This design comes from an exercise in tuning for small area on the open sky130 flow, not from production work.
Only simulation tests tie the RTL to the original design; equivalence was not proved.
No driver is modelled on the clock port, so clocking that relies on it looks cheaper here than on a real chip.
Power and IR drop assume default switching activity.

==> flow/design.v (excerpt) <==
module lab4_branch_BranchGShare
#(
  parameter PHT_size  = 2048
)
(
  input  logic clk,
  input  logic reset,
  input  logic update_en,
  input  logic update_val,
  input  logic [31:0] PC,
  output logic prediction
);
Settings: LEC_CHECK=0, CAP_MARGIN=20, CORE_MARGIN=2, CORE_UTILIZATION=62, SLEW_MARGIN=20, SYNTH_HIERARCHICAL=1; clock period 12.0 ns.
standard.sh (not shown) runs the stock make flow with config.mk's settings and CLKGATE_MAP_FILE= SYNTH_SCRIPT=/design/flow/synth_recipe.tcl, a recipe that flattens the netlist after the stock synthesis.
==> flow/flow/run.sh <==
#!/bin/bash
# Own layout flow: the standard synthesis unchanged, then the standard ORFS
# steps with smaller buffers for the resizer, and a leaner clock tree.
# Each part's output goes to its own log in this folder.
set -euo pipefail
H=$(pwd)/flow/dont_use.tcl
G=$(pwd)/flow/grt_hook.tcl
bash standard.sh synth > synth.log 2>&1
export PRE_GLOBAL_PLACE_TCL=$H PRE_RESIZE_TCL=$H PRE_CTS_TCL=$H PRE_GLOBAL_ROUTE_TCL=$G
export BUFFER_PORTS_ARGS="-buffer_cell sky130_fd_sc_hd__buf_2"
export CTS_ARGS="-sink_clustering_enable -repair_clock_nets -buf_list sky130_fd_sc_hd__clkbuf_16 -sink_clustering_size 30 -sink_clustering_max_diameter 60 -dont_use_dummy_load"
bash standard.sh \
  PRE_GLOBAL_PLACE_TCL=$H PRE_RESIZE_TCL=$H PRE_CTS_TCL=$H PRE_GLOBAL_ROUTE_TCL=$G \
  "BUFFER_PORTS_ARGS=$BUFFER_PORTS_ARGS" "CTS_ARGS=$CTS_ARGS" \
  finish > layout.log 2>&1
==> flow/flow/dont_use.tcl <==
# Keep the resizer to small buffers: it otherwise drives the long row and
# column lines of the PHT array with buf_12/buf_16 cells.
set_dont_use {sky130_fd_sc_hd__buf_6 sky130_fd_sc_hd__buf_8 sky130_fd_sc_hd__buf_12
  sky130_fd_sc_hd__buf_16 sky130_fd_sc_hd__bufinv_8 sky130_fd_sc_hd__bufinv_16
  sky130_fd_sc_hd__bufbuf_8 sky130_fd_sc_hd__bufbuf_16}
==> flow/flow/grt_hook.tcl <==
source [file join [file dirname [info script]] dont_use.tcl]
set ::env(CAP_MARGIN) 45
set ::env(SLEW_MARGIN) 45
Change:
==> flow/flow/grt_hook.tcl (replaced) <==
# Global routing step: small buffers only, and before the resizer's repair,
# upsize the drivers of lightly loaded nets whose slew is well up.
set hook_dir [file dirname [info script]]
source [file join $hook_dir dont_use.tcl]
source [file join $hook_dir weak.tcl]
if {[info procs orig_repair_design_helper] eq ""} {
  rename repair_design_helper orig_repair_design_helper
  proc repair_design_helper {} {
    weak_upsize 0.55 4
    orig_repair_design_helper
  }
}
==> flow/flow/weak.tcl (new file) <==
proc weak_upsize {ratio maxfo} {
  set n 0
  set added 0.0
  foreach net [get_nets *] {
    set drv [get_pins -of_objects $net -filter "direction==output"]
    if {[llength $drv] != 1} continue
    set loads [get_pins -of_objects $net -filter "direction==input"]
    if {[llength $loads] > $maxfo || [llength $loads] == 0} continue
    set slew [get_property $drv slew_max]
    if {$slew <= $ratio * 1.5} continue
    set cell [get_cells -of_objects $drv]
    set ref [get_property $cell ref_name]
    if {![regexp {^(sky130_fd_sc_hd__[a-z0-9]+)_([0-9]+)$} $ref -> base size]} continue
    foreach s {2 4 8} {
      if {$s <= $size} continue
      set new [get_lib_cells -quiet */${base}_$s]
      if {[llength $new]} {
        replace_cell $cell $new
        incr n
        break
      }
    }
  }
  puts "weak_upsize: resized $n drivers"
}
The changed run did not get past global routing (5_1_grt).
Area after synthesis is unchanged.
Synthesized cell count does not change.
Change:
--- a/flow/flow/run.sh
+++ b/flow/flow/run.sh
@@ -7 +6,0 @@
-G=$(pwd)/flow/grt_hook.tcl
@@ -9 +8 @@
-export PRE_GLOBAL_PLACE_TCL=$H PRE_RESIZE_TCL=$H PRE_CTS_TCL=$H PRE_GLOBAL_ROUTE_TCL=$G
+export PRE_GLOBAL_PLACE_TCL=$H PRE_RESIZE_TCL=$H PRE_CTS_TCL=$H PRE_GLOBAL_ROUTE_TCL=$H
@@ -13 +12 @@
-  PRE_GLOBAL_PLACE_TCL=$H PRE_RESIZE_TCL=$H PRE_CTS_TCL=$H PRE_GLOBAL_ROUTE_TCL=$G \
+  PRE_GLOBAL_PLACE_TCL=$H PRE_RESIZE_TCL=$H PRE_CTS_TCL=$H PRE_GLOBAL_ROUTE_TCL=$H \
--- a/flow/config.mk
+++ b/flow/config.mk
@@ -8 +8 @@
-export CAP_MARGIN = 20
+export CAP_MARGIN = 0
@@ -11 +11,4 @@
-export SLEW_MARGIN = 20
+export CTS_BUF_LIST = sky130_fd_sc_hd__clkbuf_16
+export CTS_CLUSTER_DIAMETER = 60
+export CTS_CLUSTER_SIZE = 30
+export SLEW_MARGIN = 0
removed: flow/flow/grt_hook.tcl
removed: flow/flow/weak.tcl
Result: The new run completed, yet does not pass: max-capacitance violations, max-slew violations. Synthesized area does not change. Synthesized cell count is unchanged.
Change:
==> flow/run.sh (new file) <==
#!/bin/bash
# synth_recipe.tcl (not shown) runs the flow's synth.tcl, then flattens the netlist and writes it again
# the make line also repeats each setting of config.mk as NAME=value (left out here)
make -C /OpenROAD-flow-scripts/flow DESIGN_CONFIG=/design/flow/config.mk WORK_HOME=/design/flow/orfs CLKGATE_MAP_FILE= SYNTH_SCRIPT=/design/flow/synth_recipe.tcl finish
--- a/flow/config.mk
+++ b/flow/config.mk
@@ -11,3 +11,3 @@
-export CTS_BUF_LIST = sky130_fd_sc_hd__clkbuf_16
-export CTS_CLUSTER_DIAMETER = 60
-export CTS_CLUSTER_SIZE = 30
+export CTS_BUF_LIST = sky130_fd_sc_hd__clkbuf_8
+export CTS_CLUSTER_DIAMETER = 40
+export CTS_CLUSTER_SIZE = 14
removed: flow/flow/run.sh
removed: flow/flow/dont_use.tcl
removed: flow/standard.sh
Now the flow ran to the end with no violations.
Count of clock-buffer cells in the layout rises by 323.
Synthesized cell count does not change.
Worst setup slack got worse by 350 ps.
Utilization rises by 3.9 points.

lab4_branch_BranchGShare, a different RTL version from the one above (not shown whole).
Size in the first run: about 11000 cells after synthesis, roughly 37 I/O pins, roughly 130000 µm² of cells after synthesis.
==> flow/config.mk <==
export PLATFORM = sky130hd
export DESIGN_NAME = lab4_branch_BranchGShare
export DESIGN_NICKNAME = lab4_branch_BranchGShare
export VERILOG_FILES = /design/flow/design.v
export SDC_FILE = /design/flow/constraint.sdc
export NUM_CORES = 8
export LEC_CHECK = 0
export CAP_MARGIN = 20
export CORE_MARGIN = 2
export CORE_UTILIZATION = 62
export SLEW_MARGIN = 20
export SYNTH_HIERARCHICAL = 1
==> flow/constraint.sdc <==
create_clock -name core_clock -period 12.0 [get_ports {clk}]
set_input_delay 2.4000 -clock core_clock [delete_from_list [all_inputs] [get_ports {clk}]]
set_output_delay 2.4000 -clock core_clock [all_outputs]
set_load 0.01 [all_outputs]
==> flow/flow/run.sh <==
#!/bin/bash
# Own layout flow: the standard synthesis unchanged, then the standard ORFS
# steps with small buffers for the resizer, a clock tree of clkbuf_16 only,
# and after the clock tree, stronger drivers for long lightly loaded nets.
# Each part's output goes to its own log in this folder.
set -euo pipefail
H=$(pwd)/flow/dont_use.tcl
C=$(pwd)/flow/cts_post.tcl
bash standard.sh synth > synth.log 2>&1
export PRE_GLOBAL_PLACE_TCL=$H PRE_RESIZE_TCL=$H PRE_CTS_TCL=$H POST_CTS_TCL=$C PRE_GLOBAL_ROUTE_TCL=$H
export BUFFER_PORTS_ARGS="-buffer_cell sky130_fd_sc_hd__buf_2"
export CTS_ARGS="-sink_clustering_enable -repair_clock_nets -buf_list sky130_fd_sc_hd__clkbuf_16 -sink_clustering_size 30 -sink_clustering_max_diameter 60 -dont_use_dummy_load"
bash standard.sh \
  PRE_GLOBAL_PLACE_TCL=$H PRE_RESIZE_TCL=$H PRE_CTS_TCL=$H POST_CTS_TCL=$C PRE_GLOBAL_ROUTE_TCL=$H \
  "BUFFER_PORTS_ARGS=$BUFFER_PORTS_ARGS" "CTS_ARGS=$CTS_ARGS" \
  finish > layout.log 2>&1
==> flow/flow/cts_post.tcl <==
# After the clock tree: upsize the drivers of lightly loaded nets whose
# slew is already well up, then legalize.
source [file join [file dirname [info script]] weak.tcl]
estimate_parasitics -placement
weak_upsize 0.45 4
detailed_placement
check_placement
==> flow/flow/dont_use.tcl <==
# Keep the resizer to small buffers: it otherwise drives the long row and
# column lines of the PHT array with buf_12/buf_16 cells.
set_dont_use {sky130_fd_sc_hd__buf_6 sky130_fd_sc_hd__buf_8 sky130_fd_sc_hd__buf_12
  sky130_fd_sc_hd__buf_16 sky130_fd_sc_hd__bufinv_8 sky130_fd_sc_hd__bufinv_16
  sky130_fd_sc_hd__bufbuf_8 sky130_fd_sc_hd__bufbuf_16}
==> flow/flow/weak.tcl <==
proc weak_upsize {ratio maxfo} {
  set n 0
  foreach net [get_nets *] {
    set drv [get_pins -of_objects $net -filter "direction==output"]
    if {[llength $drv] != 1} continue
    set loads [get_pins -of_objects $net -filter "direction==input"]
    if {[llength $loads] > $maxfo || [llength $loads] == 0} continue
    set slew [get_property $drv slew_max]
    if {$slew <= $ratio * 1.5} continue
    set cell [get_cells -of_objects $drv]
    set ref [get_property $cell ref_name]
    if {![regexp {^(sky130_fd_sc_hd__[a-z0-9]+)_([0-9]+)$} $ref -> base size]} continue
    foreach s {2 4 8} {
      if {$s <= $size} continue
      set new [[ord::get_db] findMaster ${base}_$s]
      if {$new ne "NULL"} {
        [[ord::get_db_block] findInst [get_full_name $cell]] swapMaster $new
        incr n
        break
      }
    }
  }
  puts "weak_upsize: resized $n drivers"
}
The starting point went through all stages and came out clean.
Next try:
--- a/flow/flow/run.sh
+++ b/flow/flow/run.sh
@@ -3,2 +3 @@
-# steps with small buffers for the resizer, a clock tree of clkbuf_16 only,
-# and after the clock tree, stronger drivers for long lightly loaded nets.
+# steps with smaller buffers for the resizer, and a leaner clock tree.
@@ -8 +7 @@
-C=$(pwd)/flow/cts_post.tcl
+G=$(pwd)/flow/grt_hook.tcl
@@ -10 +9 @@
-export PRE_GLOBAL_PLACE_TCL=$H PRE_RESIZE_TCL=$H PRE_CTS_TCL=$H POST_CTS_TCL=$C PRE_GLOBAL_ROUTE_TCL=$H
+export PRE_GLOBAL_PLACE_TCL=$H PRE_RESIZE_TCL=$H PRE_CTS_TCL=$H PRE_GLOBAL_ROUTE_TCL=$G
@@ -14 +13 @@
-  PRE_GLOBAL_PLACE_TCL=$H PRE_RESIZE_TCL=$H PRE_CTS_TCL=$H POST_CTS_TCL=$C PRE_GLOBAL_ROUTE_TCL=$H \
+  PRE_GLOBAL_PLACE_TCL=$H PRE_RESIZE_TCL=$H PRE_CTS_TCL=$H PRE_GLOBAL_ROUTE_TCL=$G \
==> flow/flow/grt_hook.tcl (new file) <==
# Global routing step: small buffers only, and before the resizer's repair,
# upsize the drivers of lightly loaded nets whose slew is well up.
set hook_dir [file dirname [info script]]
source [file join $hook_dir dont_use.tcl]
source [file join $hook_dir weak.tcl]
if {[info procs orig_repair_design_helper] eq ""} {
  rename repair_design_helper orig_repair_design_helper
  proc repair_design_helper {} {
    weak_upsize 0.55 4
    estimate_parasitics -global_routing
    orig_repair_design_helper
  }
}
--- a/flow/flow/weak.tcl
+++ b/flow/flow/weak.tcl
@@ -2,0 +3 @@
+  set added 0.0
@@ -15,3 +16,3 @@
-      set new [[ord::get_db] findMaster ${base}_$s]
-      if {$new ne "NULL"} {
-        [[ord::get_db_block] findInst [get_full_name $cell]] swapMaster $new
+      set new [get_lib_cells -quiet */${base}_$s]
+      if {[llength $new]} {
+        replace_cell $cell $new
removed: flow/flow/cts_post.tcl
Effect:
- The new run ended with an error in global routing
- area after synthesis is unchanged
- synthesized cell count stays the same

old:
RTL: one of the versions met above, not the one the previous note started from.
Size in the first run: roughly 0.13 mm² of cells after synthesis.
Settings: LEC_CHECK=0, CAP_MARGIN=20, CORE_MARGIN=2, CORE_UTILIZATION=66, SLEW_MARGIN=20, SYNTH_HIERARCHICAL=1; clock period 12.0 ns.
==> flow/flow/run.sh <==
#!/bin/bash
# Own layout flow: the standard synthesis unchanged, then the standard ORFS
# steps with smaller buffers for the resizer, and a leaner clock tree.
# Each part's output goes to its own log in this folder.
set -euo pipefail
H=$(pwd)/flow/dont_use.tcl
G=$(pwd)/flow/grt_hook.tcl
bash standard.sh synth > synth.log 2>&1
export PRE_GLOBAL_PLACE_TCL=$H PRE_RESIZE_TCL=$H PRE_CTS_TCL=$H PRE_GLOBAL_ROUTE_TCL=$G
export BUFFER_PORTS_ARGS="-buffer_cell sky130_fd_sc_hd__buf_2"
export CTS_ARGS="-sink_clustering_enable -repair_clock_nets -buf_list sky130_fd_sc_hd__clkbuf_16 -sink_clustering_size 30 -sink_clustering_max_diameter 60 -dont_use_dummy_load"
bash standard.sh \
  PRE_GLOBAL_PLACE_TCL=$H PRE_RESIZE_TCL=$H PRE_CTS_TCL=$H PRE_GLOBAL_ROUTE_TCL=$G \
  "BUFFER_PORTS_ARGS=$BUFFER_PORTS_ARGS" "CTS_ARGS=$CTS_ARGS" \
  finish > layout.log 2>&1
==> flow/flow/grt_hook.tcl <==
source [file join [file dirname [info script]] dont_use.tcl]
set ::env(CAP_MARGIN) 45
set ::env(SLEW_MARGIN) 45
Scripts as last shown in full above: flow/flow/dont_use.tcl
The inputs of new differ from those of old as listed below.
- putting CTS_BUF_LIST at sky130_fd_sc_hd__clkbuf_16 where nothing was set
- swapping 66 for 62 in CORE_UTILIZATION
- putting CTS_CLUSTER_DIAMETER at 60 where nothing was set
- swapping 20 for 0 in SLEW_MARGIN
- putting CTS_CLUSTER_SIZE at 30 where nothing was set
- swapping 20 for 0 in CAP_MARGIN
==> flow/flow/run.sh <==
#!/bin/bash
# Own layout flow: the standard synthesis unchanged, then the standard ORFS
# steps with a few settings changed. Each step's output goes to its own log.
set -euo pipefail
bash standard.sh synth > synth.log 2>&1
bash standard.sh GPL_TIMING_DRIVEN=0 \
  "BUFFER_PORTS_ARGS=-buffer_cell sky130_fd_sc_hd__buf_2" \
  finish > layout.log 2>&1
removed: flow/flow/dont_use.tcl
removed: flow/flow/grt_hook.tcl
--- outcome ---
new: all stages done; final checks FAILED (max-capacitance violations, max-slew violations). Between old and new, part of the total power dissipated in the clock network increased. The lower routed wire length came out of old. Where power is concerned, old is better than new.

separate check: timing with driven ports:
In the flow no input, the clock included, has a driving cell. The finished layouts below were timed again as built, in two steps.
Step 1 sets driving cells, clkbuf_16 on the clock port and buf_2 on the other inputs (assumed; they add their load-dependent delay and slew).
Step 2 also shifts input and output timing later by t, the mid clock arrival at the registers, as if the neighbouring blocks saw the same clock.
a / b / c = ideal ports / drivers / drivers and shift; a / b = the first two.
| run | shift t [ns] | setup slack, ns | worst setup path at the end | worst slew at a driven data input, ns |
|---|---|---|---|---|
| the first run of note 1 | 0.962 | 1.251 / 1.229 / 0.944 | input to register | 0.16 |
| the third run of note 1 | 0.951 | 1.123 / 1.101 / 0.714 | input to register | 0.14 |
| the fourth run of note 1 | 1.239 | 0.777 / 0.755 / 0.405 | input to register | 0.26 |
| the first run of note 2 | 0.950 | 1.452 / 1.427 / 0.839 | input to register | 0.18 |
| old | 0.973 | 1.296 / 1.220 / 0.860 | input to register | 0.15 |
| new | 0.995 | 0.794 / 0.879 / -0.116 | input to register | 0.26 |
The setup slack of new, which loses most, moves by +0.085 ns with the drivers and by -0.910 ns with both steps.
